This design comes from an exercise in tuning for a short achievable clock period and few clock cycles on the open sky130 flow, not from production work. In this exercise RTL edits were held to simulation tests only and were not proved equivalent to the original. Power and IR drop assume default switching activity.

## design/flow/standard.sh

```bash
#!/bin/bash
# synth_recipe.tcl (not shown) runs the flow's synth.tcl, then flattens the netlist and writes it again
# the make line also repeats each setting of config.mk as NAME=value (left out here)
make -C /OpenROAD-flow-scripts/flow DESIGN_CONFIG=/design/flow/config.mk WORK_HOME=/design/flow/orfs CLKGATE_MAP_FILE= SYNTH_SCRIPT=/design/flow/synth_recipe.tcl "${@:-finish}"
```

## design/flow/constraint.sdc

```tcl
create_clock -name core_clock -period 11.0 [get_ports {clk}]
set_input_delay 2.2000 -clock core_clock [delete_from_list [all_inputs] [get_ports {clk}]]
set_output_delay 2.2000 -clock core_clock [all_outputs]
set_load 0.01 [all_outputs]
```

## design/flow/flow/run.sh

```bash
#!/bin/bash
set -euo pipefail
export SETUP_SLACK_MARGIN=${SETUP_MARGIN_NS:-7.5}
bash standard.sh > standard.log 2>&1
```

## design/flow/design.v

```verilog
module gp2 (gh, ph, gl, pl, g, p);
  input gh, ph, gl, pl;
  output g, p;
  assign g = gh | (ph & gl);
  assign p = ph & pl;
endmodule
module g1 (gh, ph, gl, g);
  input gh, ph, gl;
  output g;
  assign g = gh | (ph & gl);
endmodule
module and_w #(parameter W = 32) (a, b, y);
  input [W-1:0] a, b;
  output [W-1:0] y;
  assign y = a & b;
endmodule
module xor_w #(parameter W = 32) (a, b, y);
  input [W-1:0] a, b;
  output [W-1:0] y;
  assign y = a ^ b;
endmodule
module adder_32b #(parameter W = 32) (a, b, cin, cout, sum);
  input  [W-1:0] a, b;
  input  cin;
  output cout;
  output [W-1:0] sum;
  localparam L = (W <= 2) ? 1 : (W <= 4) ? 2 : (W <= 8) ? 3 : (W <= 16) ? 4 : (W <= 32) ? 5 : 6;
  wire [W-1:0] g [0:L];
  wire [W-1:0] p [0:L];
  wire [W-1:0] ab_g, ab_p;
  and_w #(W) GEN(a, b, ab_g);
  xor_w #(W) PRP(a, b, ab_p);
  g1 G0(ab_g[0], ab_p[0], cin, g[0][0]);
  assign g[0][W-1:1] = ab_g[W-1:1];
  assign p[0] = ab_p;
  genvar l, i;
  generate
    for (l = 0; l < L; l = l + 1) begin : lv
      for (i = 0; i < W; i = i + 1) begin : bt
        if (i >= (1 << l)) begin : c
          if (i < (2 << l)) begin : go
            g1 U(g[l][i], p[l][i], g[l][i-(1<<l)], g[l+1][i]);
            assign p[l+1][i] = 1'b0;
          end else begin : gp
            gp2 U(g[l][i], p[l][i], g[l][i-(1<<l)], p[l][i-(1<<l)], g[l+1][i], p[l+1][i]);
          end
        end else begin : pass
          assign g[l+1][i] = g[l][i];
          assign p[l+1][i] = 1'b0;
        end
      end
    end
  endgenerate
  xor_w #(W) SUM(ab_p, {g[L][W-2:0], cin}, sum);
  assign cout = g[L][W-1];
endmodule
module alu (a, b, op_add, op_sub, op_and, op_or, op_slt, y);
  input  [31:0] a, b;
  input  op_add, op_sub, op_and, op_or, op_slt;
  output [31:0] y;
  wire [31:0] sum, diff;
  wire co1, co2;
  adder_32b #(32) ADD(a, b, 1'b0, co1, sum);
  adder_32b #(32) SUB(a, ~b, 1'b1, co2, diff);
  wire lt = (a[31] ^ b[31]) ? a[31] : diff[31];
  assign y = ({32{op_add}} & sum)
           | ({32{op_sub}} & diff)
           | ({32{op_and}} & (a & b))
           | ({32{op_or}}  & (a | b))
           | {31'd0, op_slt & lt};
endmodule
module sum_eq (sp, x, cin, k, eq);
  input  [31:0] sp;      
  input  [31:0] x;
  input  cin;
  input  [31:0] k;
  output eq;
  wire [31:0] r = sp ^ k;
  wire [31:0] g = (sp & ~k) | (~sp & x);
  assign eq = (r[0] == cin) & (r[31:1] == g[30:0]);
endmodule
module eq32 (a, b, eq);
  input [31:0] a, b;
  output eq;
  assign eq = (a == b);
endmodule
module alu_controller (alu_op, func, operation);
  input [1:0] alu_op;
  input [5:0] func;
  output [2:0] operation;
  reg [2:0] operation;
  always @(alu_op, func)
  begin
    operation = 3'b000;
    if (alu_op == 2'b00)         
      operation = 3'b010;
    else if (alu_op == 2'b01)    
      operation = 3'b110;
    else if (alu_op == 2'b10)
      begin
        case (func)
          6'b100000: operation = 3'b010;   
          6'b100011: operation = 3'b110;   
          6'b100100: operation = 3'b000;   
          6'b100101: operation = 3'b001;   
          6'b101010: operation = 3'b111;   
          default:   operation = 3'b000;
        endcase
      end
      else 
          operation = 3'b111;  
  end
endmodule
module controller (inst, uses_rs, uses_rt, reg_write, dst_rd, dst_31,
                   alu_imm, is_load, is_store, is_beq, is_jr, is_jal,
                   op_add, op_sub, op_and, op_or, op_slt);
  input  [31:0] inst;
  output uses_rs, uses_rt, reg_write, dst_rd, dst_31, alu_imm,
         is_load, is_store, is_beq, is_jr, is_jal,
         op_add, op_sub, op_and, op_or, op_slt;
  wire [5:0] opcode = inst[31:26];
  wire [5:0] func   = inst[5:0];
  wire r_type = (opcode == 6'b000000);
  wire addi   = (opcode == 6'b001001);
  wire slti   = (opcode == 6'b001010);
  assign is_load  = (opcode == 6'b100011);
  assign is_store = (opcode == 6'b101011);
  assign is_beq   = (opcode == 6'b000100);
  assign is_jal   = (opcode == 6'b000011);
  assign is_jr    = (opcode == 6'b000110);
  wire f_add = (func == 6'b100000);
  wire f_sub = (func == 6'b100011);
  wire f_and = (func == 6'b100100);
  wire f_or  = (func == 6'b100101);
  wire f_slt = (func == 6'b101010);
  assign uses_rs   = r_type | addi | slti | is_load | is_store | is_beq | is_jr;
  assign uses_rt   = r_type | is_store | is_beq;
  assign reg_write = r_type | addi | slti | is_load | is_jal;
  assign dst_rd    = r_type;
  assign dst_31    = is_jal;
  assign alu_imm   = addi | slti | is_load | is_store;
  assign op_add = addi | is_load | is_store | is_jal | (r_type & f_add);
  assign op_sub = r_type & f_sub;
  assign op_and = r_type & (f_and | ~(f_add | f_sub | f_or | f_slt));
  assign op_or  = r_type & f_or;
  assign op_slt = slti | (r_type & f_slt);
endmodule
module mux2to1_32b (i0, i1, sel, y);
  input [31:0] i0, i1;
  input sel;
  output [31:0] y;
  assign y = (sel==1'b1) ? i1 : i0;
endmodule
module aoi22 (a, b, c, d, y);
  input a, b, c, d;
  output y;
  assign y = ~((a & b) | (c & d));
endmodule
module nand4m (a, b, c, d, y);
  input a, b, c, d;
  output y;
  assign y = ~(a & b & c & d);
endmodule
module nor2m (a, b, y);
  input a, b;
  output y;
  assign y = ~(a | b);
endmodule
module nand2m (a, b, y);
  input a, b;
  output y;
  assign y = ~(a & b);
endmodule
module sel32 (d, sel, y);
  input [32*32-1:0] d;
  input [31:0] sel;
  output [31:0] y;
  genvar b, i;
  generate
    for (b = 0; b < 32; b = b + 1) begin : bit_
      wire [15:0] l1;
      wire [3:0] l2;
      for (i = 0; i < 16; i = i + 1) begin : a
        aoi22 U(sel[2*i], d[(2*i)*32+b], sel[2*i+1], d[(2*i+1)*32+b], l1[i]);
      end
      for (i = 0; i < 4; i = i + 1) begin : n
        nand4m U(l1[4*i], l1[4*i+1], l1[4*i+2], l1[4*i+3], l2[i]);
      end
      wire [1:0] l3;
      nor2m U0(l2[0], l2[1], l3[0]);
      nor2m U1(l2[2], l2[3], l3[1]);
      nand2m U2(l3[0], l3[1], y[b]);
    end
  endgenerate
endmodule
module mux2to1_5b (i0, i1, sel, y);
  input [4:0] i0, i1;
  input sel;
  output [4:0] y;
  assign y = (sel==1'b1) ? i1 : i0;
endmodule
module reg_32b (d_in, sclr, ld, clk, d_out);
  input [31:0] d_in;
  input sclr, ld, clk;
  output [31:0] d_out;
  reg [31:0] d_out;
  always @(posedge clk)
  begin
    if (sclr==1'b1)
      d_out <= 32'd0;
    else if (ld)
      d_out <= d_in;
  end
endmodule
module reg_file (wr_data, sel1, x1, sel2, x2, wr_reg, reg_write, clr, clk, rd1, rd2);
  input [31:0] wr_data;
  input [31:0] sel1, sel2;
  input [31:0] x1, x2;
  input [4:0] wr_reg;
  input reg_write, clr, clk;
  output [31:0] rd1, rd2;
  reg [31:0] register_file [1:31];
  integer i;
  wire [32*32-1:0] words1, words2;
  assign words1[31:0] = x1;
  assign words2[31:0] = x2;
  genvar k;
  generate
    for (k = 1; k < 32; k = k + 1) begin : w
      assign words1[k*32+31:k*32] = register_file[k];
      assign words2[k*32+31:k*32] = register_file[k];
    end
  endgenerate
  sel32 R1(words1, sel1, rd1);
  sel32 R2(words2, sel2, rd2);
  always @(posedge clk)
    if (clr == 1'b1)
      for (i = 1; i < 32; i = i + 1)
        register_file[i] <= 32'd0;
    else if (reg_write == 1'b1 && wr_reg != 5'd0)
      register_file[wr_reg] <= wr_data;
endmodule
module shl2 (d_in, d_out);
  input [31:0] d_in;
  output [31:0] d_out;
  assign d_out = d_in << 2;
endmodule
module shl2_26bit (d_in, d_out);
  input [25:0] d_in;
  output [27:0] d_out;
  assign d_out = {d_in  , 2'b0};
endmodule
module sign_ext (d_in, d_out);
  input [15:0] d_in;
  output [31:0] d_out;
  assign d_out = {{16{d_in[15]}}, d_in};
endmodule
module datapath (clk, rst, inst_adr, inst, data_adr, data_in, data_out,
                 mem_read, mem_write);
  input  clk, rst;
  output [31:0] inst_adr;
  input  [31:0] inst;
  output [31:0] data_adr;
  input  [31:0] data_in;
  output [31:0] data_out;
  output mem_read, mem_write;
  reg  [31:0] pc;
  reg         rst_q;         
  reg  [31:0] ra_pred;       
  reg         d_valid;
  reg  [31:0] d_ir;
  reg  [31:0] d_pc4;
  reg  [31:0] d_pred;        
  reg         d_fredir;      
  reg  [31:0] d_rfa, d_rfb;  
  reg         fe_a, fe_b;    
  reg         fl_a, fl_b;    
  reg         e_valid;
  reg  [31:0] e_a, e_b, e_sd;
  reg         e_add, e_sub, e_and, e_or, e_slt;
  reg         e_we, e_load, e_store, e_beqc;
  reg  [4:0]  e_wr;
  reg  [31:0] e_btarget;
  reg  [31:0] m_res, m_sd;
  reg         m_we, m_load, m_store;
  reg  [4:0]  m_wr;
  wire [31:0] pc4;
  wire pc4_co;
  adder_32b #(30) PCINC(pc[31:2], 30'd0, 1'b1, pc4_co, pc4[31:2]);
  assign pc4[1:0] = pc[1:0];
  wire [5:0]  f_op = inst[31:26];
  wire [4:0]  f_rs = inst[25:21];
  wire [4:0]  f_rt = inst[20:16];
  wire        f_j   = (f_op == 6'b000010) | (f_op == 6'b000011);
  wire        f_jal = (f_op == 6'b000011);
  wire        f_beq_u = (f_op == 6'b000100) & (f_rs == f_rt);
  wire [10:0] f_lo;
  adder_32b #(10) FADD(pc[11:2], inst[9:0], 1'b1, f_lo[10], f_lo[9:0]);
  wire        f_sgn = inst[15];
  wire        f_bfast = f_beq_u & (inst[15:10] == {6{f_sgn}});
  wire [19:0] pc_hi_inc, pc_hi_dec;
  wire        hi_co1, hi_co2;
  adder_32b #(20) HINC(pc[31:12], 20'd0, 1'b1, hi_co1, pc_hi_inc);
  adder_32b #(20) HDEC(pc[31:12], {20{1'b1}}, 1'b0, hi_co2, pc_hi_dec);
  wire [19:0] f_bt_hi = (f_lo[10] == f_sgn) ? pc[31:12] : (f_lo[10] ? pc_hi_inc : pc_hi_dec);
  wire [31:0] f_jtarget = {pc4[31:28], inst[25:0], 2'b00};
  wire [31:0] f_btarget = {f_bt_hi, f_lo[9:0], pc[1:0]};
  wire uses_rs, uses_rt, dec_we, dst_rd, dst_31, alu_imm,
       is_load, is_store, is_beq, is_jr, is_jal,
       op_add, op_sub, op_and, op_or, op_slt;
  controller CU(d_ir, uses_rs, uses_rt, dec_we, dst_rd, dst_31, alu_imm,
                is_load, is_store, is_beq, is_jr, is_jal,
                op_add, op_sub, op_and, op_or, op_slt);
  wire [4:0] rs = d_ir[25:21];
  wire [4:0] rt = d_ir[20:16];
  wire [4:0] wr = dst_31 ? 5'd31 : (dst_rd ? d_ir[15:11] : rt);
  wire [31:0] imm = {{16{d_ir[15]}}, d_ir[15:0]};
  wire d_we = d_valid & dec_we & (wr != 5'd0);
  wire [31:0] m_wdata = m_load ? data_in : m_res;
  wire [31:0] e_res;
  alu ALU(e_a, e_b, e_add, e_sub, e_and, e_or, e_slt, e_res);
  wire n_fe_a = d_we & (wr == f_rs);
  wire n_fe_b = d_we & (wr == f_rt);
  wire n_fm_a = e_we & (e_wr == f_rs);
  wire n_fm_b = e_we & (e_wr == f_rt);
  wire n_fw_a = m_we & (m_wr == f_rs);
  wire n_fw_b = m_we & (m_wr == f_rt);
  wire x_a = (n_fm_a & ~e_load) | n_fw_a;
  wire x_b = (n_fm_b & ~e_load) | n_fw_b;
  wire xs_a = x_a | stall | rst_q;
  wire xs_b = x_b | stall | rst_q;
  wire [31:0] xv_a = rst_q ? 32'd0 : stall ? mr_a : (n_fm_a & ~e_load) ? e_res : m_wdata;
  wire [31:0] xv_b = rst_q ? 32'd0 : stall ? mr_b : (n_fm_b & ~e_load) ? e_res : m_wdata;
  reg [31:0] sel_a, sel_b;
  integer k;
  always @* begin
    sel_a[0] = 1'b0;
    sel_b[0] = 1'b0;
    for (k = 1; k < 32; k = k + 1) begin
      sel_a[k] = (f_rs == k);
      sel_b[k] = (f_rt == k);
    end
  end
  wire [31:0] rd_a, rd_b;
  reg_file RF(m_wdata, sel_a, 32'd0, sel_b, 32'd0, m_wr, m_we, rst_q, clk, rd_a, rd_b);
  wire [31:0] f_opa, f_opb;
  mux2to1_32b OPA(rd_a, xv_a, xs_a, f_opa);
  mux2to1_32b OPB(rd_b, xv_b, xs_b, f_opb);
  wire [31:0] rdy_a = d_rfa;
  wire [31:0] rdy_b = d_rfb;
  wire [31:0] mr_a = fl_a ? data_in : d_rfa;
  wire [31:0] mr_b = fl_b ? data_in : d_rfb;
  wire [31:0] fwd_a = fe_a ? e_res : mr_a;
  wire [31:0] a_other = is_jal ? d_pc4 : mr_a;
  wire [31:0] b_other = alu_imm ? imm : (is_jal ? 32'd0 : mr_b);
  wire rs_eq_rt = (rs == rt);
  wire stall = d_valid & e_load & ((uses_rs & fe_a) | (uses_rt & fe_b));
  wire f_jr31 = (f_op == 6'b000110) & (f_rs == 5'd31) & ~n_fe_a & ~(n_fm_a & e_load);
  wire e_eq_sd;
  eq32 EEQ(e_a, e_sd, e_eq_sd);
  wire e_redir = e_valid & e_beqc & e_eq_sd;
  wire [31:0] d_btarget;
  wire d_bt_co;
  adder_32b #(30) DADD(d_pc4[31:2], imm[29:0], 1'b0, d_bt_co, d_btarget[31:2]);
  assign d_btarget[1:0] = d_pc4[1:0];
  wire [31:0] kk = fe_a ? rdy_b : rdy_a;
  wire [31:0] sy = e_sub ? ~e_b : e_b;
  wire [31:0] sp;
  xor_w #(32) SPX(e_a, sy, sp);
  wire sum_eq_o, bit_eq_o, rdy_eq_o;
  sum_eq SEQ(sp, e_a, e_sub, kk, sum_eq_o);
  wire [31:0] bit_res = e_and ? (e_a & e_b) : (e_a | e_b);
  eq32 BEQ(bit_res, kk, bit_eq_o);
  eq32 REQ(rdy_a, rdy_b, rdy_eq_o);
  wire e_eq = (e_add | e_sub) ? sum_eq_o : bit_eq_o;
  wire e_fast = e_add | e_sub | e_and | e_or;
  wire d_resolvable = ~(fl_a & ~fe_a) & ~(fl_b & ~fe_b)
                      & (~(fe_a | fe_b) | e_fast);
  wire d_eq = (fe_a | fe_b) ? e_eq : rdy_eq_o;
  wire jr_ok;
  eq32 JEQ(rdy_a, d_pred, jr_ok);
  wire d_beqc = is_beq & ~rs_eq_rt;
  wire d_taken = d_beqc & d_resolvable & d_eq;
  wire d_act = d_valid & ~stall & ~e_redir;
  wire d_jr  = d_act & is_jr & ~d_fredir;             
  wire d_bu  = d_act & is_beq & rs_eq_rt & ~d_fredir;  
  wire d_redir_o = d_valid & ~stall &
                 ((~d_fredir & ((is_beq & rs_eq_rt) | is_jr)) |
                  (d_fredir & is_jr & ~jr_ok));
  wire d_taken_go = d_taken & d_valid & ~stall & ~e_redir & ~rst;
  wire d_go = d_valid & ~stall & ~e_redir;    
  always @(posedge clk) rst_q <= rst;
  wire [31:0] f_next = f_j ? f_jtarget : f_jr31 ? ra_pred : (f_bfast ? f_btarget : pc4);
  reg [31:0] pc_rest;
  always @* begin
    if (rst)
      pc_rest = 32'd0;
    else if (d_jr)
      pc_rest = fwd_a;
    else if (e_redir)
      pc_rest = e_btarget;
    else if (stall)
      pc_rest = pc;
    else if (d_redir_o)
      pc_rest = (is_jr ? rdy_a : d_btarget);
    else
      pc_rest = f_next;
  end
  wire [31:0] pc_next;
  mux2to1_32b PCM(pc_rest, d_btarget, d_taken_go, pc_next);
  always @(posedge clk) pc <= pc_next;
  always @(posedge clk)
    d_valid <= ~rst & ~e_redir & (stall ? d_valid : ~(d_redir_o | (d_taken & d_valid)));
  always @(posedge clk) begin
    if (f_jal) ra_pred <= pc4;
    d_rfa <= f_opa;
    d_rfb <= f_opb;
    if (stall) begin
      fe_a <= 1'b0;
      fe_b <= 1'b0;
      fl_a <= fe_a;
      fl_b <= fe_b;
    end else begin
      d_ir <= inst;
      d_pc4 <= pc4;
      d_pred <= ra_pred;
      d_fredir <= f_j | f_bfast | f_jr31;
      fe_a <= n_fe_a;
      fe_b <= n_fe_b;
      fl_a <= n_fm_a & e_load;
      fl_b <= n_fm_b & e_load;
    end
  end
  always @(posedge clk) begin
    if (rst | ~d_go) begin
      e_valid <= 1'b0;
      e_we <= 1'b0; e_load <= 1'b0; e_store <= 1'b0; e_beqc <= 1'b0;
    end else begin
      e_valid <= 1'b1;
      e_we <= d_we;
      e_load <= is_load;
      e_store <= is_store;
      e_beqc <= d_beqc & ~d_resolvable;
    end
    e_a  <= (fe_a & ~is_jal) ? e_res : a_other;
    e_b  <= (fe_b & ~alu_imm & ~is_jal) ? e_res : b_other;
    e_sd <= fe_b ? e_res : mr_b;
    e_add <= op_add; e_sub <= op_sub; e_and <= op_and; e_or <= op_or; e_slt <= op_slt;
    e_wr <= wr;
    e_btarget <= d_btarget;
  end
  always @(posedge clk) begin
    if (rst) begin
      m_we <= 1'b0; m_load <= 1'b0; m_store <= 1'b0;
    end else begin
      m_we <= e_we; m_load <= e_load; m_store <= e_store;
    end
    m_res <= e_res;
    m_sd  <= e_sd;
    m_wr  <= e_wr;
  end
  assign inst_adr  = pc;
  assign data_adr  = m_res;
  assign data_out  = m_sd;
  assign mem_read  = m_load;
  assign mem_write = m_store;
endmodule
module mips_single_cycle
(rst, clk, inst_adr, inst, data_adr, data_in,
 data_out, mem_read, mem_write);
  input rst, clk;
  output [31:0] inst_adr;
  input  [31:0] inst;
  output [31:0] data_adr;
  input  [31:0] data_in;
  output [31:0] data_out;
  output mem_read, mem_write;
  datapath DP(clk, rst, inst_adr, inst, data_adr, data_in, data_out,
              mem_read, mem_write);
endmodule
```

## design/flow/config.mk

```make
export PLATFORM = sky130hd
export DESIGN_NAME = mips_single_cycle
export DESIGN_NICKNAME = mips_single_cycle
export VERILOG_FILES = /design/flow/design.v
export SDC_FILE = /design/flow/constraint.sdc
export NUM_CORES = 4
export LEC_CHECK = 0
export CAP_MARGIN = 20
export CORE_MARGIN = 2
export CORE_UTILIZATION = 55
export SLEW_MARGIN = 20
export SYNTH_HIERARCHICAL = 1
```

==> results.json, run 1 <==
{
  "timing.hold.ws_ns": 0.356,
  "grt-ovfl-total": 0,
  "synthesis.area_mm2": 0.0916,
  "slew_violations": 0,
  "finalHoldViolCount": 0,
  "max-slew-margin-rel": 0.210,
  "drive_above_1_share": 0.342,
  "hold_path_depth": 0,
  "area_growth_pct": 20.6,
  "critPathMaxFanout": 6,
  "fill_cells": 12696,
  "layout_commonest_cell": "edfxtp_1",
  "tightest_slew_ns": 1.19,
  "rsz0062_at_grt": "true",
  "grt_pass1_wl_um": 568000,
  "layout_min_cycle_time_ns": 4.38,
  "setup_viol": 0,
  "insertion_delay_ns": 0.87,
  "totalWireLength_um": 413000,
  "die_w_um": 412,
  "cellPowerDensity_mw_per_mm2": 169,
  "tritoncts": "done",
  "finClkSkew_ns": 0.0335,
  "detail-route-antenna-nets": 0,
  "crit_required_ns": 11.73,
  "final_core_util": 0.669,
  "htree_levels": 4,
  "fmax_mhz": 228,
  "status": "complete, no violations",
  "wl_per_cell_um": 36.8,
  "grt_use_total": 0.471,
  "critPathKind": "input pin to register",
  "first_iter_violations": 11970,
  "r2r_cells": 12,
  "clock-sinks": 1438,
  "clk_pin_slew_worst_paths_ns": 0.06,
  "cp-end-kind": "register",
  "fin_crit_sh": 0.398,
  "setup_tns_ns": 0,
  "worstPathArrival_ns": 5.11,
  "portBuffers": 163,
  "die-area_mm2": 0.170,
  "ios": 164,
  "initial_core_util": 0.554,
  "die_h_um": 412,
  "dr_total_vias": 79025,
  "worst_hold_path_type": "register to register",
  "avgViaCountPerCell": 7.05,
  "cts-root-buf": "clkbuf_16",
  "gp_congestion": 1.05,
  "cts_buffers": 160,
  "regArea_mm2": 0.0403,
  "dr.pass1.iters": 7,
  "p_leak_nw": 42.1,
  "nNetsFinal": 8952,
  "grt_pass1_vias": 75114,
  "synthCells": 8208,
  "layout_common_cells": "edfxtp_1 (1121), a22oi_2 (1025), and2_1 (638)",
  "multi_input_area_mm2": 0.0530,
  "startpoint_type": "input pin",
  "irDropWorstVdd_mv": 0.214,
  "core_mm2": 0.165,
  "syn_area_per_cell_um2": 11.2,
  "synth_warnings": 12,
  "row_count": 149,
  "grt_max_degree": 139,
  "clockBufferDepth": 3,
  "dp_hpwl_um": 252000,
  "maxCapViolCount": 0,
  "antenna_found_initial": 14,
  "drc_errors": 0
}
-- worst max-delay path: stages --
cell     delay (ns)
buf_6          0.09
or3_4          0.44
or3b_4         0.46
or4b_4         0.71
mux2_4         0.35
mux2_4         0.25
a221o_1        0.33
mux2_4         0.27
-- registers in the layout, indices dropped and copies added, names as in the netlist, 5 cells and up --
register	flops
DP.e_b	32
DP.d_pred	32
DP.e_wr	5
DP.m_sd	32
DP.d_ir	32
DP.d_rfb	32
DP.m_res	32
DP.m_wr	5
DP.e_a	32
DP.e_sd	32
DP.ra_pred	32
DP.pc	32
DP.RF.register_file	992
DP.e_btarget	32
DP.d_rfa	32
DP.d_pc4	32
-- routing by layer --
layer | track usage | routed length [µm] | up-vias
met1 | 0.581 | 144000 | 38593
met3 | 0.150 | 54200 | 1572
met5 | 0 | 38 | -
met4 | 0.359 | 41100 | 6
met2 | 0.685 | 173000 | 6189
li1 | - | - | 32665
-- final cells by class --
cell class / count / area share
diodes: 3 / 0.0000680
repair buffers: 730 / 0.0791
inverters: 99 / 0.00364
clock buffers: 216 / 0.0402
flip-flops and latches: 1438 / 0.365
clock inverters: 77 / 0.00741
multi-input cells: 6455 / 0.480
well taps: 2189 / 0.0248
-- per-stage QoR --
step	total power, W	cell area, µm²	setup WS (ns)	instances
final	0.0186	110000	6.62	11207
after global routing	0.0190	110000	6.60	11204
after CTS	0.0182	109000	6.68	11130
after detailed placement	0.0122	97400	4.40	10586
after global placement	0.0122	97400	4.48	10584
after floorplan	0.0101	93500	6.09	8483
-- report_power, final --
part           switching, W  internal [W]
clock network       0.00240       0.00315
logic               0.00382       0.00239
registers          0.000542       0.00634
total               0.00676        0.0119
-- final timing paths --
path | endpoint | start | slack, ns
worst max-delay path | DP.pc[14] | inst[30] | 6.62
worst min-delay path | DP.m_sd[21] | DP.e_sd[21] | 0.36
worst max register to register | DP.pc[25] | DP.d_rfa[13] | 6.74
worst min register to register | DP.m_sd[21] | DP.e_sd[21] | 0.36
-- timing repair --
action,4_1_cts,5_1_grt
pin swaps,286,226
endpoints found under the setup margin,607,491
buffers inserted,194,59
gates cloned,57,14
hold buffers,0,0
gates resized for setup,1371,230
endpoints found under the hold margin,0,0
Testbench counts, summed over its fixed seeds: cycles 272,817.
==> run 2: changes to the inputs <==
--- a/design/flow/design.v
+++ b/design/flow/design.v
@@ -195,2 +195,17 @@
 endmodule
+module sel8 (d, sel, y);
+  input [8*32-1:0] d;
+  input [7:0] sel;
+  output [31:0] y;
+  genvar b, i;
+  generate
+    for (b = 0; b < 32; b = b + 1) begin : bit_
+      wire [3:0] l1;
+      for (i = 0; i < 4; i = i + 1) begin : a
+        aoi22 U(sel[2*i], d[(2*i)*32+b], sel[2*i+1], d[(2*i+1)*32+b], l1[i]);
+      end
+      nand4m U(l1[0], l1[1], l1[2], l1[3], y[b]);
+    end
+  endgenerate
+endmodule
 module mux2to1_5b (i0, i1, sel, y);
@@ -392,10 +407,7 @@
   always @(posedge clk) rst_q <= rst;
-  wire [31:0] f_next = f_j ? f_jtarget : f_jr31 ? ra_pred : (f_bfast ? f_btarget : pc4);
+  wire d_jr_e = d_jr & fe_a;                   
+  wire d_rest = e_redir | stall | (d_redir_o & ~d_jr_e);
   reg [31:0] pc_rest;
   always @* begin
-    if (rst)
-      pc_rest = 32'd0;
-    else if (d_jr)
-      pc_rest = fwd_a;
-    else if (e_redir)
+    if (e_redir)
       pc_rest = e_btarget;
@@ -403,9 +415,21 @@
       pc_rest = pc;
-    else if (d_redir_o)
-      pc_rest = (is_jr ? rdy_a : d_btarget);
+    else if (d_jr)
+      pc_rest = mr_a;
     else
-      pc_rest = f_next;
+      pc_rest = is_jr ? rdy_a : d_btarget;
   end
-  wire [31:0] pc_next;
-  mux2to1_32b PCM(pc_rest, d_btarget, d_taken_go, pc_next);
+  wire s_f = ~rst & ~d_rest & ~d_jr_e;    
+  wire [7:0] pc_sel;
+  assign pc_sel[0] = 1'b0;
+  assign pc_sel[1] = d_jr_e & ~rst;
+  assign pc_sel[2] = d_rest & ~rst;
+  assign pc_sel[3] = s_f & f_j;
+  assign pc_sel[4] = s_f & f_jr31;
+  assign pc_sel[5] = s_f & f_bfast;
+  assign pc_sel[6] = s_f & ~f_j & ~f_jr31 & ~f_bfast;
+  assign pc_sel[7] = 1'b0;
+  wire [31:0] pc_sel_o, pc_next;
+  sel8 PCS({32'd0, pc4, f_btarget, ra_pred, f_jtarget, pc_rest, e_res, 32'd0},
+           pc_sel, pc_sel_o);
+  mux2to1_32b PCM(pc_sel_o, d_btarget, d_taken_go, pc_next);
   always @(posedge clk) pc <= pc_next;
==> design/flow/flow/run.sh (replaced) <==
#!/bin/bash
set -euo pipefail
export SETUP_SLACK_MARGIN=${SETUP_MARGIN_NS:-7.5}
export BUFFER_PORTS_ARGS="-buffer_cell sky130_fd_sc_hd__buf_8"
bash standard.sh > standard.log 2>&1
==> results.json, run 2 <==
{
  "status": "complete, no violations",
  "setup_viol": 0,
  "die_w_um": 409,
  "crit_required_ns": 11.75,
  "startpoint_type": "register",
  "grt_pass1_wl_um": 547000,
  "finClkSkew_ns": 0.0506,
  "dpl_cell_area_mm2": 0.0973,
  "grt_use_total": 0.457,
  "nNetsFinal": 8945,
  "multi_input_area_mm2": 0.0524,
  "grt_max_degree": 142,
  "synthCells": 8020,
  "tritoncts": "done",
  "cp-end-kind": "register",
  "largest-register": "DP.RF.register_file",
  "tightest_slew_ns": 1.30,
  "power_w": 0.0177,
  "sw_frac_of_total": 0.355,
  "dp_hpwl_um": 253000,
  "insertion_delay_ns": 0.86,
  "p_sw_w": 0.00629,
  "regArea_mm2": 0.0404,
  "totalWireLength_um": 408000,
  "area_growth_pct": 22.5,
  "fin_area_mm2": 0.110,
  "finalHoldViolCount": 0,
  "avgViaCountPerCell": 6.99,
  "die_h_um": 409,
  "irDropWorstVdd_mv": 0.191,
  "dr.pass1.iters": 7,
  "fill_cells": 12262,
  "first_iter_violations": 12360,
  "detail-route-antenna-nets": 0,
  "core_mm2": 0.163,
  "cellPowerDensity_mw_per_mm2": 160,
  "die-area_mm2": 0.167,
  "ios": 164,
  "drc_errors": 0,
  "synthesis.area_mm2": 0.0901,
  "power_frac_comb": 0.301,
  "fmax_mhz": 256,
  "cts-root-buf": "clkbuf_16",
  "timing.final.ws_setup_ns": 7.09,
  "fin_crit_sh": 0.356,
  "layout_commonest_cell": "a22oi_2",
  "initial_core_util": 0.554,
  "clk_pin_slew_worst_paths_ns": 0.06,
  "worst_hold_path_type": "register to register",
  "drive_above_1_share": 0.345,
  "clockPowerShare": 0.312,
  "clock-sinks": 1438,
  "synth_warnings": 12,
  "post-place-ws_ns": 5.29,
  "hold_buffers": 0,
  "grt-ovfl-total": 0,
  "rsz0062_at_grt": "true",
  "p_leak_nw": 41.2,
  "power.internal_w": 0.0114,
  "clockBufferDepth": 3,
  "dr_total_vias": 78211,
  "slew_violations": 0,
  "layout_common_cells": "a22oi_2 (1152), edfxtp_1 (1121), nor3_1 (740)",
  "htree_levels": 4,
  "critPathMaxFanout": 24,
  "wl_per_cell_um": 36.4,
  "reg2reg_setup_slack_ns": 7.09,
  "grt_pass1_vias": 72560,
  "setup_tns_ns": 0,
  "max-slew-margin-rel": 0.129,
  "syn_area_per_cell_um2": 11.2,
  "critPathKind": "register to register",
  "portBuffers": 163,
  "seqPwrFrac": 0.387,
  "layout_min_cycle_time_ns": 3.91,
  "worstPathArrival_ns": 4.67,
  "largest_reg_flops": 992,
  "maxCapViolCount": 0,
  "gp_congestion": 1.01,
  "row_count": 148,
  "antenna_found_initial": 18,
  "cts_buffers": 160
}
[run 2: power groups by stage]
| stage | Clock, W | Sequential [W] | Combinational [W] |
|---|---|---|---|
| after floorplan | 0 | 0.00671 | 0.00303 |
| after global placement | 0 | 0.00698 | 0.00458 |
| after detailed placement | 0 | 0.00699 | 0.00459 |
| after CTS | 0.00548 | 0.00682 | 0.00494 |
| after global routing | 0.00569 | 0.00686 | 0.00556 |
| final | 0.00552 | 0.00685 | 0.00534 |
[run 2: final timing paths]
check                    start         end  depth (start not counted)
setup / recovery  DP.d_rfa[10]   DP.pc[17]                         12
hold / removal      DP.e_sd[5]  DP.m_sd[5]                          0
setup reg to reg  DP.d_rfa[10]   DP.pc[17]                         12
hold reg to reg     DP.e_sd[5]  DP.m_sd[5]                          0
[run 2: per-layer routing]
metal  up-vias  wire length (µm)  track usage
li1      32177                 -            -
met1     38331            145000        0.591
met2      6253            172000        0.671
met3      1428             57800        0.148
met4        22             31800        0.266
met5         -               354            0
[run 2: critical path, stage by stage (launching register included)]
cell and delay, ns:
dfxtp_1 1.05, xor2_1 0.29, nor4_1 0.40, nand4_1 0.14, nor2_1 0.26, a21o_1 0.17, and3_1 0.23, o21ai_4 0.15
nor4b_4 0.30, buf_6 0.40, a22oi_2 0.09, nand4_1 0.12, mux2_4 0.15
[run 2: cell type report]
| type | instances | share of cell area |
|---|---|---|
| timing repair buffer | 723 | 0.0835 |
| inverter | 95 | 0.00337 |
| clock buffer | 204 | 0.0387 |
| multi-input combinational | 6459 | 0.474 |
| tap | 2175 | 0.0246 |
| antenna | 7 | 0.000159 |
| sequential | 1438 | 0.366 |
| clock inverter | 93 | 0.00913 |
[run 2: timing repair]
item / in CTS / in global routing
resized for setup: 679 / 382
endpoints found under the hold margin: 0 / 0
endpoints found under the setup margin: 607 / 506
buffers inserted: 113 / 172
pin swaps: 98 / 264
cloned: 29 / 34
[run 2: stage by stage]
step	utilization	instances	hold WS (ns)
after floorplan	-	8425	0.349
after global placement	0.598	10542	0.356
after detailed placement	0.598	10542	0.359
after CTS	0.655	10981	0.361
after global routing	0.678	11187	0.374
final	0.678	11194	0.366
Testbench counts of run 2, summed over its fixed seeds: cycles 272,817.
==> run 3: changes to the inputs <==
--- a/design/flow/design.v
+++ b/design/flow/design.v
@@ -86,2 +86,7 @@
 endmodule
+module ao222 (a1, b1, a2, b2, a3, b3, y);
+  input a1, b1, a2, b2, a3, b3;
+  output y;
+  assign y = (a1 & b1) | (a2 & b2) | (a3 & b3);
+endmodule
 module alu_controller (alu_op, func, operation);
@@ -229,2 +234,10 @@
 endmodule
+module reg_plain #(parameter W = 32) (d_in, clk, d_out);
+  input [W-1:0] d_in;
+  input clk;
+  output [W-1:0] d_out;
+  reg [W-1:0] d_out;
+  always @(posedge clk)
+    d_out <= d_in;
+endmodule
 module reg_file (wr_data, sel1, x1, sel2, x2, wr_reg, reg_write, clr, clk, rd1, rd2);
@@ -404,3 +417,8 @@
                   (d_fredir & is_jr & ~jr_ok));
-  wire d_taken_go = d_taken & d_valid & ~stall & ~e_redir & ~rst;
+  wire g_com = d_beqc & d_resolvable & d_valid & ~stall & ~e_redir & ~rst;
+  wire g_e   = g_com & (fe_a | fe_b);
+  wire d_taken_go;
+  ao222 DTG(g_e & (e_add | e_sub), sum_eq_o,
+            g_e & ~(e_add | e_sub), bit_eq_o,
+            g_com & ~(fe_a | fe_b), rdy_eq_o, d_taken_go);
   wire d_go = d_valid & ~stall & ~e_redir;    
@@ -436,3 +454,3 @@
   always @(posedge clk)
-    d_valid <= ~rst & ~e_redir & (stall ? d_valid : ~(d_redir_o | (d_taken & d_valid)));
+    d_valid <= ~rst & ~e_redir & (stall ? d_valid : ~(d_redir_o | d_taken_go));
   always @(posedge clk) begin
@@ -485,6 +503,6 @@
   end
-  assign inst_adr  = pc;
-  assign data_adr  = m_res;
+  reg_plain #(32) PCO(pc_next, clk, inst_adr);
+  reg_plain #(32) DAO(e_res, clk, data_adr);
+  reg_plain #(1)  MRO(~rst & e_load, clk, mem_read);
   assign data_out  = m_sd;
-  assign mem_read  = m_load;
   assign mem_write = m_store;
==> results.json, run 3 <==
{
  "cellPowerDensity_mw_per_mm2": 171,
  "grt_use_total": 0.450,
  "die-area_mm2": 0.171,
  "die_h_um": 414,
  "clk_pin_slew_worst_paths_ns": 0.06,
  "irDropWorstVdd_mv": 0.192,
  "largest-register": "DP.RF.register_file",
  "maxCapViolCount": 0,
  "final_core_util": 0.682,
  "setup_tns_ns": 0,
  "slew_violations": 0,
  "worstPathArrival_ns": 4.58,
  "clock-sinks": 1503,
  "layout_commonest_cell": "a22oi_2",
  "antenna_found_initial": 15,
  "cp-end-kind": "register",
  "nNetsFinal": 9030,
  "max-slew-margin-rel": 0.101,
  "min_from": "DP.e_sd[8]",
  "first_iter_violations": 12292,
  "layout_min_cycle_time_ns": 3.86,
  "largest_reg_flops": 992,
  "core_mm2": 0.167,
  "row_count": 150,
  "grt_max_degree": 137,
  "cts_buffers": 165,
  "finalHoldViolCount": 0,
  "crit_required_ns": 11.72,
  "totalWireLength_um": 417000,
  "avgViaCountPerCell": 7.00,
  "fmax_mhz": 259,
  "grt-ovfl-total": 0,
  "startpoint_type": "register",
  "syn_area_per_cell_um2": 11.5,
  "dr.pass1.iters": 10,
  "status": "complete, no violations",
  "portBuffers": 163,
  "tritoncts": "done",
  "wl_per_cell_um": 36.8,
  "insertion_delay_ns": 0.87,
  "drc_errors": 0,
  "dp_hpwl_um": 259000,
  "power_w": 0.0195,
  "synthesis.area_mm2": 0.0925,
  "r2r-start": "DP.e_b[0]",
  "initial_core_util": 0.554,
  "grt_pass1_wl_um": 554000,
  "detail-route-antenna-nets": 0,
  "drive_above_1_share": 0.370,
  "gp_congestion": 1.03,
  "ios": 164,
  "synthCells": 8038,
  "cts-root-buf": "clkbuf_16",
  "finClkSkew_ns": 0.0698,
  "area_growth_pct": 23.2,
  "setup_viol": 0,
  "htree_levels": 4,
  "worst_hold_path_type": "register to register",
  "tightest_slew_ns": 1.34,
  "die_w_um": 414,
  "crit_start": "DP.e_b[0]",
  "p_leak_nw": 42.5,
  "fin_crit_sh": 0.351,
  "grt_pass1_vias": 72977,
  "rsz0062_at_grt": "true",
  "critPathKind": "register to register",
  "layout_common_cells": "a22oi_2 (1153), edfxtp_1 (1121), a21o_1 (633)",
  "dr_total_vias": 79159,
  "critPathMaxFanout": 7,
  "synth_warnings": 14,
  "clockBufferDepth": 3
}
run 3: final cells by class:
class / instances / area, µm²
repair buffers: 785 / 9880
well taps: 2204 / 2760
diodes: 7 / 17.5
clock inverters: 91 / 1040
inverters: 100 / 405
flip-flops and latches: 1503 / 41600
multi-input cells: 6407 / 53700
fillers: 12323 / 53100
clock buffers: 215 / 4490
run 3: path summary, 6_finish.rpt:
path,cells after the start,slack [ns],end
min reg2reg,0,0.36,DP.m_sd[8]
max reg2reg,14,7.14,DP.PCO.d_out[28]
min,0,0.36,DP.m_sd[8]
max,14,7.14,DP.PCO.d_out[28]
run 3: where the power goes:
part           total (W)  internal [W]  switching (W)
clock network    0.00580       0.00326        0.00254
registers        0.00738       0.00664       0.000742
logic            0.00635       0.00248        0.00387
total             0.0195        0.0124        0.00715
run 3: worst max-delay path, cell delays in order, from the launching register on:
cell,delay (ns)
dfxtp_4,0.37
inv_4,0.05
xor2_2,0.17
a21o_2,0.28
a21o_4,0.25
a21o_4,0.23
a21o_1,0.20
a21o_1,0.27
xor2_1,0.19
a222oi_1,0.31
o21ai_1,0.14
buf_6,0.18
a22oi_2,0.60
nand4_1,0.16
mux2_4,0.32
run 3: through the flow:
stage	instances	area [µm²]	worst slack, ns	hold WS [ns]
finish	11312	114000	7.14	0.358
global route	11306	114000	7.12	0.366
CTS	11033	109000	7.27	0.355
detailed placement	10603	99600	5.27	0.355
global placement	10600	99600	5.37	0.357
floorplan	8443	94600	6.34	0.349
run 3: metal layers:
| metal | up-vias | track usage | share of wire |
|---|---|---|---|
| met5 | - | 0 | 0.00015 |
| met4 | 12 | 0.294 | 0.086 |
| met3 | 1457 | 0.141 | 0.14 |
| met2 | 6287 | 0.654 | 0.42 |
| met1 | 38945 | 0.578 | 0.36 |
| li1 | 32458 | - | - |
run 3: repair_timing:
item,4_1_cts,5_1_grt
setup buffers,90,233
gates resized for setup,599,453
setup endpoints to repair,378,360
pin swaps,139,357
hold buffers,0,0
gates cloned,34,39
Testbench counts of run 3, summed over its fixed seeds: cycles 272,817.
==> run 4: changes to the inputs <==
--- a/design/flow/design.v
+++ b/design/flow/design.v
@@ -242,3 +242,3 @@
 endmodule
-module reg_file (wr_data, sel1, x1, sel2, x2, wr_reg, reg_write, clr, clk, rd1, rd2);
+module reg_file (wr_data, sel1, x1, sel2, x2, wr_en, clr, clk, rd1, rd2);
   input [31:0] wr_data;
@@ -246,4 +246,4 @@
   input [31:0] x1, x2;
-  input [4:0] wr_reg;
-  input reg_write, clr, clk;
+  input [31:0] wr_en;       
+  input clr, clk;
   output [31:0] rd1, rd2;
@@ -264,7 +264,7 @@
   always @(posedge clk)
-    if (clr == 1'b1)
-      for (i = 1; i < 32; i = i + 1)
+    for (i = 1; i < 32; i = i + 1)
+      if (clr == 1'b1)
         register_file[i] <= 32'd0;
-    else if (reg_write == 1'b1 && wr_reg != 5'd0)
-      register_file[wr_reg] <= wr_data;
+      else if (wr_en[i] == 1'b1)
+        register_file[i] <= wr_data;
 endmodule
@@ -314,2 +314,3 @@
   reg  [4:0]  m_wr;
+  reg  [31:0] m_wen;         
   wire [31:0] pc4;
@@ -324,13 +325,13 @@
   wire        f_beq_u = (f_op == 6'b000100) & (f_rs == f_rt);
-  wire [10:0] f_lo;
-  adder_32b #(10) FADD(pc[11:2], inst[9:0], 1'b1, f_lo[10], f_lo[9:0]);
+  wire [8:0] f_lo;
+  adder_32b #(8) FADD(pc[9:2], inst[7:0], 1'b1, f_lo[8], f_lo[7:0]);
   wire        f_sgn = inst[15];
-  wire        f_bfast = f_beq_u & (inst[15:10] == {6{f_sgn}});
-  wire [19:0] pc_hi_inc, pc_hi_dec;
+  wire        f_bfast = f_beq_u & (inst[15:8] == {8{f_sgn}});
+  wire [21:0] pc_hi_inc, pc_hi_dec;
   wire        hi_co1, hi_co2;
-  adder_32b #(20) HINC(pc[31:12], 20'd0, 1'b1, hi_co1, pc_hi_inc);
-  adder_32b #(20) HDEC(pc[31:12], {20{1'b1}}, 1'b0, hi_co2, pc_hi_dec);
-  wire [19:0] f_bt_hi = (f_lo[10] == f_sgn) ? pc[31:12] : (f_lo[10] ? pc_hi_inc : pc_hi_dec);
+  adder_32b #(22) HINC(pc[31:10], 22'd0, 1'b1, hi_co1, pc_hi_inc);
+  adder_32b #(22) HDEC(pc[31:10], {22{1'b1}}, 1'b0, hi_co2, pc_hi_dec);
+  wire [21:0] f_bt_hi = (f_lo[8] == f_sgn) ? pc[31:10] : (f_lo[8] ? pc_hi_inc : pc_hi_dec);
   wire [31:0] f_jtarget = {pc4[31:28], inst[25:0], 2'b00};
-  wire [31:0] f_btarget = {f_bt_hi, f_lo[9:0], pc[1:0]};
+  wire [31:0] f_btarget = {f_bt_hi, f_lo[7:0], pc[1:0]};
   wire uses_rs, uses_rt, dec_we, dst_rd, dst_31, alu_imm,
@@ -372,3 +373,3 @@
   wire [31:0] rd_a, rd_b;
-  reg_file RF(m_wdata, sel_a, 32'd0, sel_b, 32'd0, m_wr, m_we, rst_q, clk, rd_a, rd_b);
+  reg_file RF(m_wdata, sel_a, 32'd0, sel_b, 32'd0, m_wen, rst_q, clk, rd_a, rd_b);
   wire [31:0] f_opa, f_opb;
@@ -502,2 +503,4 @@
     m_wr  <= e_wr;
+    for (k = 0; k < 32; k = k + 1)
+      m_wen[k] <= ~rst & e_we & (e_wr == k) & (k != 0);
   end
==> results.json, run 4 <==
{
  "initial_core_util": 0.555,
  "grt_pass1_wl_um": 537000,
  "slowest_delay_ns": 0.43,
  "worst_hold_path_type": "register to register",
  "cts_buffers": 169,
  "layout_min_cycle_time_ns": 3.79,
  "synth_warnings": 15,
  "drive_above_1_share": 0.309,
  "ios": 164,
  "gp_congestion": 1.03,
  "dp_hpwl_um": 250000,
  "final_core_util": 0.671,
  "finClkSkew_ns": 0.0363,
  "p_leak_nw": 42.3,
  "grt-ovfl-total": 0,
  "critPathMaxFanout": 15,
  "startpoint_type": "register",
  "worst-path-buf-inv": 4,
  "worstPathCellList": "buf_12 -> mux2_2 -> nand2b_1 -> a211o_1 -> and3_1 -> nor4_4 -> o2111ai_2 -> nor3_2 -> a222oi_1 -> inv_2 -> buf_6 -> buf_16 -> mux2_4",
  "critPathKind": "register to register",
  "dpl_cell_area_mm2": 0.0968,
  "grt_pass1_vias": 74273,
  "wl_per_cell_um": 32.6,
  "clk_pin_slew_worst_paths_ns": 0.06,
  "layout_common_cells": "dfxtp_1 (1219), a22oi_2 (1153), mux2i_1 (1122)",
  "die-area_mm2": 0.170,
  "setup_tns_ns": 0,
  "largest-register": "DP.RF.register_file",
  "totalWireLength_um": 396000,
  "portBuffers": 163,
  "crit_required_ns": 11.70,
  "die_w_um": 412,
  "first_iter_violations": 10538,
  "worstPathArrival_ns": 4.49,
  "cts-root-buf": "clkbuf_16",
  "cp-end-kind": "register",
  "fin_crit_sh": 0.345,
  "antenna_found_initial": 12,
  "clock-sinks": 1534,
  "max-slew-margin-rel": 0.153,
  "regArea_mm2": 0.0324,
  "area_growth_pct": 21.0,
  "rsz0062_at_grt": "true",
  "irDropWorstVdd_mv": 0.168,
  "die_h_um": 412,
  "fill_cells": 12973,
  "largest_reg_flops": 992,
  "fin_area_mm2": 0.111,
  "drc_errors": 0,
  "cellPowerDensity_mw_per_mm2": 151,
  "cpLargestDelayFamily": "simple AND/OR/NAND/NOR gates",
  "detail-route-antenna-nets": 0,
  "layout_commonest_cell": "dfxtp_1",
  "dr.pass1.iters": 6,
  "dr_total_vias": 79209,
  "grt_use_total": 0.435,
  "htree_levels": 4,
  "row_count": 149,
  "slew_violations": 0,
  "syn_area_per_cell_um2": 10.2,
  "setup_viol": 0,
  "nNetsFinal": 9876,
  "clockBufferDepth": 3,
  "synthCells": 9033,
  "finalHoldViolCount": 0,
  "tritoncts": "done",
  "tightest_slew_ns": 1.27,
  "grt_max_degree": 220,
  "core_mm2": 0.165,
  "maxCapViolCount": 0,
  "slowest_stage": "mux2_2",
  "fmax_mhz": 264,
  "avgViaCountPerCell": 6.53,
  "synthesis.area_mm2": 0.0917,
  "status": "complete, no violations",
  "multi_input_area_mm2": 0.0606,
  "insertion_delay_ns": 0.84
}
-- run 4: per-layer routing --
| layer | wire, µm | track usage |
|---|---|---|
| met5 | 74 | 0 |
| met4 | 31000 | 0.285 |
| met3 | 43700 | 0.113 |
| met2 | 168000 | 0.649 |
| met1 | 153000 | 0.555 |
-- run 4: repair_timing --
action	CTS	global route
gates resized for setup	733	342
gates cloned	31	32
hold buffers	0	0
pin swaps	155	249
buffers inserted	122	160
setup endpoints to repair	461	174
-- run 4: per-stage QoR --
| stage | instances | setup WS, ns | power [W] | hold WS [ns] |
|---|---|---|---|---|
| 6_report | 12139 | 7.21 | 0.0167 | 0.367 |
| 5_1_grt | 12134 | 7.19 | 0.0171 | 0.372 |
| 4_1_cts | 11938 | 7.30 | 0.0164 | 0.365 |
| 3_5_place_dp | 11479 | 5.11 | 0.0101 | 0.359 |
| 3_3_place_gp | 11477 | 5.19 | 0.0101 | 0.356 |
| 2_1_floorplan | 9446 | 6.40 | 0.00872 | 0.326 |
-- run 4: worst paths after layout --
kind	start	to	slack, ns	cells past startpoint
max reg2reg	DP.fe_a	DP.PCO.d_out[30]	7.21	13
min	DP.e_sd[28]	DP.m_sd[28]	0.37	0
min reg2reg	DP.e_sd[28]	DP.m_sd[28]	0.37	0
max	DP.fe_a	DP.PCO.d_out[30]	7.21	13
-- run 4: layout make-up --
type	count	area share
multi-input cells	7334	0.546
flip-flops and latches	1534	0.292
repair buffers	669	0.0812
clock buffers	239	0.0442
well taps	2189	0.0247
clock inverters	67	0.00835
inverters	100	0.00353
diodes	7	0.000158
-- run 4: worst register-to-register path, delay by kind of cell (launching register included) --
family                 cells  cell delay [ns]
AOI/OAI and AO/OA          3             0.68
DFF                        1             0.40
and+or+nand+nor            4             1.16
muxes                      2             0.78
buffers and inverters      4             0.67
-- run 4: power breakdown --
part	switching [W]	total, W	internal (W)	leakage, nW
Sequential	0.000405	0.00633	0.00593	12.8
Combinational	0.00263	0.00432	0.00169	26.7
Clock	0.00255	0.00606	0.00350	2.86
Total	0.00559	0.0167	0.0111	42.3
Testbench counts of run 4, summed over its fixed seeds: cycles 272,817.
==> run 5: changes to the inputs <==
--- a/design/flow/design.v
+++ b/design/flow/design.v
@@ -309,2 +309,3 @@
   reg         e_we, e_load, e_store, e_beqc;
+  reg         e_jrchk;       
   reg  [4:0]  e_wr;
@@ -389,3 +390,5 @@
   eq32 EEQ(e_a, e_sd, e_eq_sd);
-  wire e_redir = e_valid & e_beqc & e_eq_sd;
+  wire e_eq_bt;
+  eq32 JEQ(e_a, e_btarget, e_eq_bt);
+  wire e_redir = e_valid & ((e_beqc & e_eq_sd) | (e_jrchk & ~e_eq_bt));
   wire [31:0] d_btarget;
@@ -408,4 +411,2 @@
   wire d_eq = (fe_a | fe_b) ? e_eq : rdy_eq_o;
-  wire jr_ok;
-  eq32 JEQ(rdy_a, d_pred, jr_ok);
   wire d_beqc = is_beq & ~rs_eq_rt;
@@ -415,5 +416,3 @@
   wire d_bu  = d_act & is_beq & rs_eq_rt & ~d_fredir;  
-  wire d_redir_o = d_valid & ~stall &
-                 ((~d_fredir & ((is_beq & rs_eq_rt) | is_jr)) |
-                  (d_fredir & is_jr & ~jr_ok));
+  wire d_redir_o = d_valid & ~stall & ~d_fredir & ((is_beq & rs_eq_rt) | is_jr);
   wire g_com = d_beqc & d_resolvable & d_valid & ~stall & ~e_redir & ~rst;
@@ -431,3 +430,3 @@
     if (e_redir)
-      pc_rest = e_btarget;
+      pc_rest = e_jrchk ? e_a : e_btarget;
     else if (stall)
@@ -437,3 +436,3 @@
     else
-      pc_rest = is_jr ? rdy_a : d_btarget;
+      pc_rest = d_btarget;
   end
@@ -480,2 +479,3 @@
       e_we <= 1'b0; e_load <= 1'b0; e_store <= 1'b0; e_beqc <= 1'b0;
+      e_jrchk <= 1'b0;
     end else begin
@@ -486,2 +486,3 @@
       e_beqc <= d_beqc & ~d_resolvable;
+      e_jrchk <= is_jr & d_fredir;
     end
@@ -492,3 +493,3 @@
     e_wr <= wr;
-    e_btarget <= d_btarget;
+    e_btarget <= is_jr ? d_pred : d_btarget;
   end
==> results.json, run 5 <==
{
  "clockBufferDepth": 3,
  "grt_max_degree": 228,
  "row_count": 150,
  "htree_levels": 4,
  "rsz0062_at_grt": "true",
  "worstPathArrival_ns": 4.54,
  "dr_total_vias": 80954,
  "finClkSkew_ns": 0.0521,
  "seqPwrFrac": 0.370,
  "detail-route-antenna-nets": 0,
  "cellPowerDensity_mw_per_mm2": 157,
  "power.internal_w": 0.0111,
  "portBuffers": 163,
  "cp-endpoint": "DP.pc[23]",
  "critPathMaxFanout": 8,
  "cp-end-kind": "register",
  "sw_frac_of_total": 0.353,
  "fin_crit_sh": 0.347,
  "crit_start": "inst[4]",
  "layout_min_cycle_time_ns": 3.82,
  "irDropWorstVdd_mv": 0.191,
  "reg2reg_setup_slack_ns": 7.25,
  "clk_pin_slew_worst_paths_ns": 0.09,
  "grt-ovfl-total": 0,
  "totalWireLength_um": 409000,
  "worst_hold_path_type": "register to register",
  "setup_tns_ns": 0,
  "drive_above_1_share": 0.292,
  "nNetsFinal": 9859,
  "synthesis.area_mm2": 0.0919,
  "critPathKind": "input pin to register",
  "status": "complete, no violations",
  "drc_errors": 0,
  "p_leak_nw": 41.7,
  "grt_pass1_vias": 75984,
  "worstReg2RegEnd": "DP.PCO.d_out[14]",
  "synth_warnings": 15,
  "p_sw_w": 0.00609,
  "clock-sinks": 1535,
  "largest_reg_flops": 992,
  "wl_per_cell_um": 33.6,
  "die_w_um": 413,
  "area_growth_pct": 19.1,
  "layout_commonest_cell": "dfxtp_1",
  "r2r_cells": 11,
  "slew_violations": 0,
  "grt_pass1_wl_um": 561000,
  "largest-register": "DP.RF.register_file",
  "ios": 164,
  "grt_use_total": 0.459,
  "fmax_mhz": 262,
  "power_frac_comb": 0.285,
  "die_h_um": 413,
  "layout_common_cells": "dfxtp_1 (1221), a22oi_2 (1153), mux2i_1 (1148)",
  "synthCells": 9075,
  "finalHoldViolCount": 0,
  "avgViaCountPerCell": 6.66,
  "fill_cells": 13358,
  "clockPowerShare": 0.345,
  "startpoint_type": "input pin",
  "die-area_mm2": 0.170,
  "r2r-start": "DP.d_ir[11]",
  "insertion_delay_ns": 0.86,
  "dr.pass1.iters": 8,
  "crit_required_ns": 11.72,
  "post-place-ws_ns": 5.39,
  "setup_viol": 0,
  "max-slew-margin-rel": 0.153,
  "timing.final.ws_setup_ns": 7.18,
  "power_w": 0.0172,
  "dp_hpwl_um": 261000,
  "initial_core_util": 0.552,
  "hold_buffers": 0,
  "antenna_found_initial": 25,
  "tightest_slew_ns": 1.27,
  "gp_congestion": 1.05,
  "cts-root-buf": "clkbuf_16",
  "first_iter_violations": 11801,
  "syn_area_per_cell_um2": 10.1,
  "tritoncts": "done",
  "core_mm2": 0.166,
  "cts_buffers": 167,
  "maxCapViolCount": 0
}
run 5: changes by cell type in the layout (fill, tap and decap cells not counted), sizes merged, moves of 14 or more:
cell	change
buf	-33
nand2	-26
clkbuf	-23
o211ai	+19
inv	-17
mux2	-17
o21a	+17
a22o	-16
and2	+16
nand3b	-16
a21oi	+14
run 5: routing by layer:
layer / up-vias / GRT usage / wire length [µm]
li1: 34188 / - / -
met4: 14 / 0.246 / 25600
met2: 5631 / 0.633 / 163000
met3: 1325 / 0.173 / 58000
met1: 39796 / 0.614 / 162000
met5: - / 0 / 89
run 5: worst min path at each step:
stage | endpoint | start | cells past startpoint
floorplan | DP.m_wr[1] | DP.e_wr[1] | 0
global placement | DP.m_sd[17] | DP.e_sd[17] | 0
detailed placement | DP.m_sd[27] | DP.e_sd[27] | 0
CTS | DP.m_sd[17] | DP.e_sd[17] | 0
global route | DP.m_sd[17] | DP.e_sd[17] | 0
finish | DP.m_sd[17] | DP.e_sd[17] | 0
run 5: through the flow:
| step | util | hold WS (ns) | area, µm² | std cells |
|---|---|---|---|---|
| 3_5_place_dp | 0.585 | 0.354 | 97400 | 11584 |
| 2_1_floorplan | - | 0.326 | 94400 | 9488 |
| 4_1_cts | 0.645 | 0.322 | 107000 | 12043 |
| 6_report | 0.658 | 0.313 | 109000 | 12149 |
| 3_3_place_gp | 0.585 | 0.357 | 97400 | 11583 |
| 5_1_grt | 0.657 | 0.325 | 109000 | 12132 |
run 5: power by group through the flow:
stage          Sequential (W)  Combinational, W  Clock (W)
3_5_place_dp          0.00644           0.00413          0
3_3_place_gp          0.00644           0.00415          0
2_1_floorplan         0.00624           0.00264          0
4_1_cts               0.00634           0.00448    0.00592
5_1_grt               0.00637           0.00505    0.00614
6_report              0.00637           0.00490    0.00595
run 5: repair_timing:
action,4_1_cts,5_1_grt
gates cloned,38,4
resized for setup,655,284
pin swaps,109,123
endpoints found under the setup margin,450,303
buffers inserted,116,84
run 5: area by class of cell:
cell class,instances,area [µm²],share of cell area
antenna,18,45.0,0.000411
clock buffer,240,4770,0.0436
clock inverter,65,930,0.00849
inverter,81,349,0.00319
multi-input combinational,7387,60300,0.551
sequential,1535,32500,0.297
tap,2204,2760,0.0252
timing repair buffer,617,7820,0.0714
timing repair inverter,2,17.5,0.000160
run 5: worst max-delay path, stage by stage:
cell,delay [ns]
buf_8,0.11
xor2_1,0.28
and2_1,0.21
and2_1,0.15
a21o_4,0.25
nand2b_4,0.10
buf_12,0.17
buf_12,0.15
o22ai_4,0.30
nor2_2,0.07
a22oi_2,0.12
nand4_1,0.12
mux2_4,0.30
Testbench counts of run 5, summed over its fixed seeds: cycles 272,817.
==> run 6: changes to the inputs <==
==> design/flow/flow/run.sh (replaced) <==
#!/bin/bash
set -euo pipefail
export SETUP_SLACK_MARGIN=${SETUP_MARGIN_NS:-7.7}
export BUFFER_PORTS_ARGS="-buffer_cell sky130_fd_sc_hd__buf_8"
bash standard.sh > standard.log 2>&1
--- a/design/flow/config.mk
+++ b/design/flow/config.mk
@@ -9,3 +9,3 @@
 export CORE_MARGIN = 2
-export CORE_UTILIZATION = 55
+export CORE_UTILIZATION = 65
 export SLEW_MARGIN = 20
==> results.json, run 6 <==
{
  "grt-ovfl-total": 0,
  "insertion_delay_ns": 0.87,
  "dr.pass1.iters": 14,
  "status": "complete, no violations",
  "grt_max_degree": 224,
  "dr_total_vias": 86289,
  "cellPowerDensity_mw_per_mm2": 153,
  "row_count": 137,
  "syn_area_per_cell_um2": 10.1,
  "worstReg2RegEnd": "DP.PCO.d_out[23]",
  "synthCells": 9075,
  "max-slew-margin-rel": 0.0341,
  "synthesis.area_mm2": 0.0919,
  "worstPathArrival_ns": 4.82,
  "slew_violations": 0,
  "min_from": "DP.e_sd[1]",
  "drive_above_1_share": 0.303,
  "dpl_cell_area_mm2": 0.0967,
  "area_growth_pct": 21.0,
  "tritoncts": "done",
  "hold_buffers": 0,
  "grt_pass1_vias": 81243,
  "critPathMaxFanout": 30,
  "dp_hpwl_um": 241000,
  "fmax_mhz": 247,
  "irDropWorstVdd_mv": 0.147,
  "clk_pin_slew_worst_paths_ns": 0.06,
  "wl_per_cell_um": 35.0,
  "drc_errors": 0,
  "detail-route-antenna-nets": 0,
  "cts_buffers": 162,
  "layout_min_cycle_time_ns": 4.04,
  "die_h_um": 380,
  "ios": 164,
  "first_iter_violations": 15201,
  "avgViaCountPerCell": 7.23,
  "layout_common_cells": "dfxtp_1 (1207), a22oi_2 (1154), mux2i_1 (1148)",
  "final_core_util": 0.795,
  "die_w_um": 380,
  "gp_congestion": 1.04,
  "die-area_mm2": 0.144,
  "fin_crit_sh": 0.368,
  "startpoint_type": "register",
  "crit_required_ns": 11.78,
  "grt_use_total": 0.528,
  "cp-end-kind": "register",
  "grt_pass1_wl_um": 562000,
  "reg2reg_setup_slack_ns": 6.96,
  "rsz0062_at_grt": "true",
  "initial_core_util": 0.657,
  "largest-register": "DP.RF.register_file",
  "layout_commonest_cell": "dfxtp_1",
  "multi_input_area_mm2": 0.0606,
  "maxCapViolCount": 0,
  "finalHoldViolCount": 0,
  "regArea_mm2": 0.0325,
  "r2r-start": "DP.e_a[28]",
  "power_w": 0.0170,
  "fin_area_mm2": 0.111,
  "p_leak_nw": 42.7,
  "finClkSkew_ns": 0.0732,
  "totalWireLength_um": 418000,
  "cts-root-buf": "clkbuf_16",
  "clock-sinks": 1535,
  "timing.hold.ws_ns": 0.346,
  "setup_viol": 0,
  "holdPathEnd": "DP.m_sd[1]",
  "clockBufferDepth": 3,
  "core_mm2": 0.140,
  "tightest_slew_ns": 1.41,
  "fill_cells": 8695,
  "r2r_cells": 14,
  "worst_hold_path_type": "register to register",
  "synth_warnings": 15,
  "largest_reg_flops": 992,
  "nNetsFinal": 9975,
  "hold_path_depth": 0,
  "antenna_found_initial": 29,
  "htree_levels": 4,
  "setup_tns_ns": 0,
  "critPathKind": "register to register",
  "portBuffers": 163
}
run 6: critical path, stage by stage (launching register included):
cell	delay, ns
dfxtp_4	0.62
xor2_1	0.23
nor4_1	0.35
nand4_1	0.16
nor2_2	0.23
o21ai_1	0.12
and2_4	0.19
buf_12	0.17
or4_4	0.61
buf_4	0.19
nor2_4	0.41
clkbuf_16	0.31
a22oi_2	0.10
nand4_1	0.12
mux2_4	0.17
run 6: worst max path at each step:
stage / cells past startpoint / to / from
floorplan: 9 / DP.d_rfb[0] / inst[18]
global placement: 13 / DP.PCO.d_out[12] / inst[0]
detailed placement: 13 / DP.PCO.d_out[28] / inst[0]
CTS: 12 / DP.PCO.d_out[23] / inst[0]
global route: 11 / DP.PCO.d_out[13] / inst[15]
finish: 14 / DP.PCO.d_out[23] / DP.e_a[28]
run 6: power breakdown:
group	leakage [nW]	total, W	internal (W)	switching (W)
sequential	12.8	0.00644	0.00594	0.000503
clock	2.72	0.00588	0.00326	0.00262
combinational	27.1	0.00465	0.00179	0.00286
total	42.7	0.0170	0.0110	0.00598
run 6: per-layer routing:
| layer | track usage | up-vias | wire length (µm) |
|---|---|---|---|
| li1 | - | 34446 | - |
| met1 | 0.639 | 40938 | 142000 |
| met2 | 0.717 | 8080 | 160000 |
| met3 | 0.249 | 2782 | 72700 |
| met4 | 0.406 | 43 | 42300 |
| met5 | 0 | - | 943 |
run 6: repair_timing:
action / 4_1_cts / 5_1_grt
pin swaps: 175 / 273
hold endpoints to repair: 0 / 0
setup endpoints to repair: 433 / 328
gates cloned: 49 / 24
buffers inserted: 166 / 158
resized for setup: 753 / 304
run 6: layout make-up:
cell class,count,area share
antenna,19,0.000427
inverter,81,0.00314
multi-input combinational,7393,0.545
tap,1876,0.0211
clock inverter,65,0.00780
timing repair buffer,733,0.0889
timing repair inverter,1,0.0000675
clock buffer,233,0.0420
sequential,1535,0.292
run 6: per-stage QoR:
stage | std cells | worst slack (ns)
6_report | 11936 | 6.96
5_1_grt | 11919 | 7.01
4_1_cts | 11735 | 7.29
3_5_place_dp | 11222 | 5.16
3_3_place_gp | 11222 | 5.32
2_1_floorplan | 9488 | 6.72

==> what the ideal ports hide <==
The flow's constraints put no driver on any port. The routed layouts listed below were extracted and timed again, unchanged, in two steps. Step 1: set_driving_cell puts a clkbuf_16 on clk and a buf_2 on each other input, an assumption about the parent block. Step 2 moves the port delays by t, midway between the first and last clock arrival at a register: inputs arrive t later, outputs are due t later. That takes back most of the time a late clock gives input paths. a / b / c = ideal ports / drivers / drivers and shift; a / b = the first two.
| run | shift t [ns] | setup WS [ns] | worst setup path after step 2 | slew at the worst register clock pin (ns) | cell pins on the clock port's net |
|---|---|---|---|---|---|
| run 1 | 0.949 | 6.622 / 6.682 / 5.733 | input to register | 0.07 / 0.07 | 1 |
| run 2 | 0.930 | 7.088 / 6.982 / 6.051 | input to register | 0.07 / 0.07 | 1 |
| run 3 | 0.931 | 7.135 / 7.071 / 6.140 | input to register | 0.07 / 0.07 | 1 |
| run 4 | 0.911 | 7.209 / 7.193 / 6.282 | input to register | 0.08 / 0.08 | 1 |
| run 5 | 0.928 | 7.179 / 7.149 / 6.221 | input to register | 0.09 / 0.09 | 1 |
| run 6 | 0.926 | 6.957 / 6.804 / 5.878 | input to register | 0.08 / 0.08 | 1 |
After both steps setup and hold are still met in every run listed. The setup slack of run 6, which loses most, moves by -0.153 ns with the drivers and by -1.079 ns with both steps.
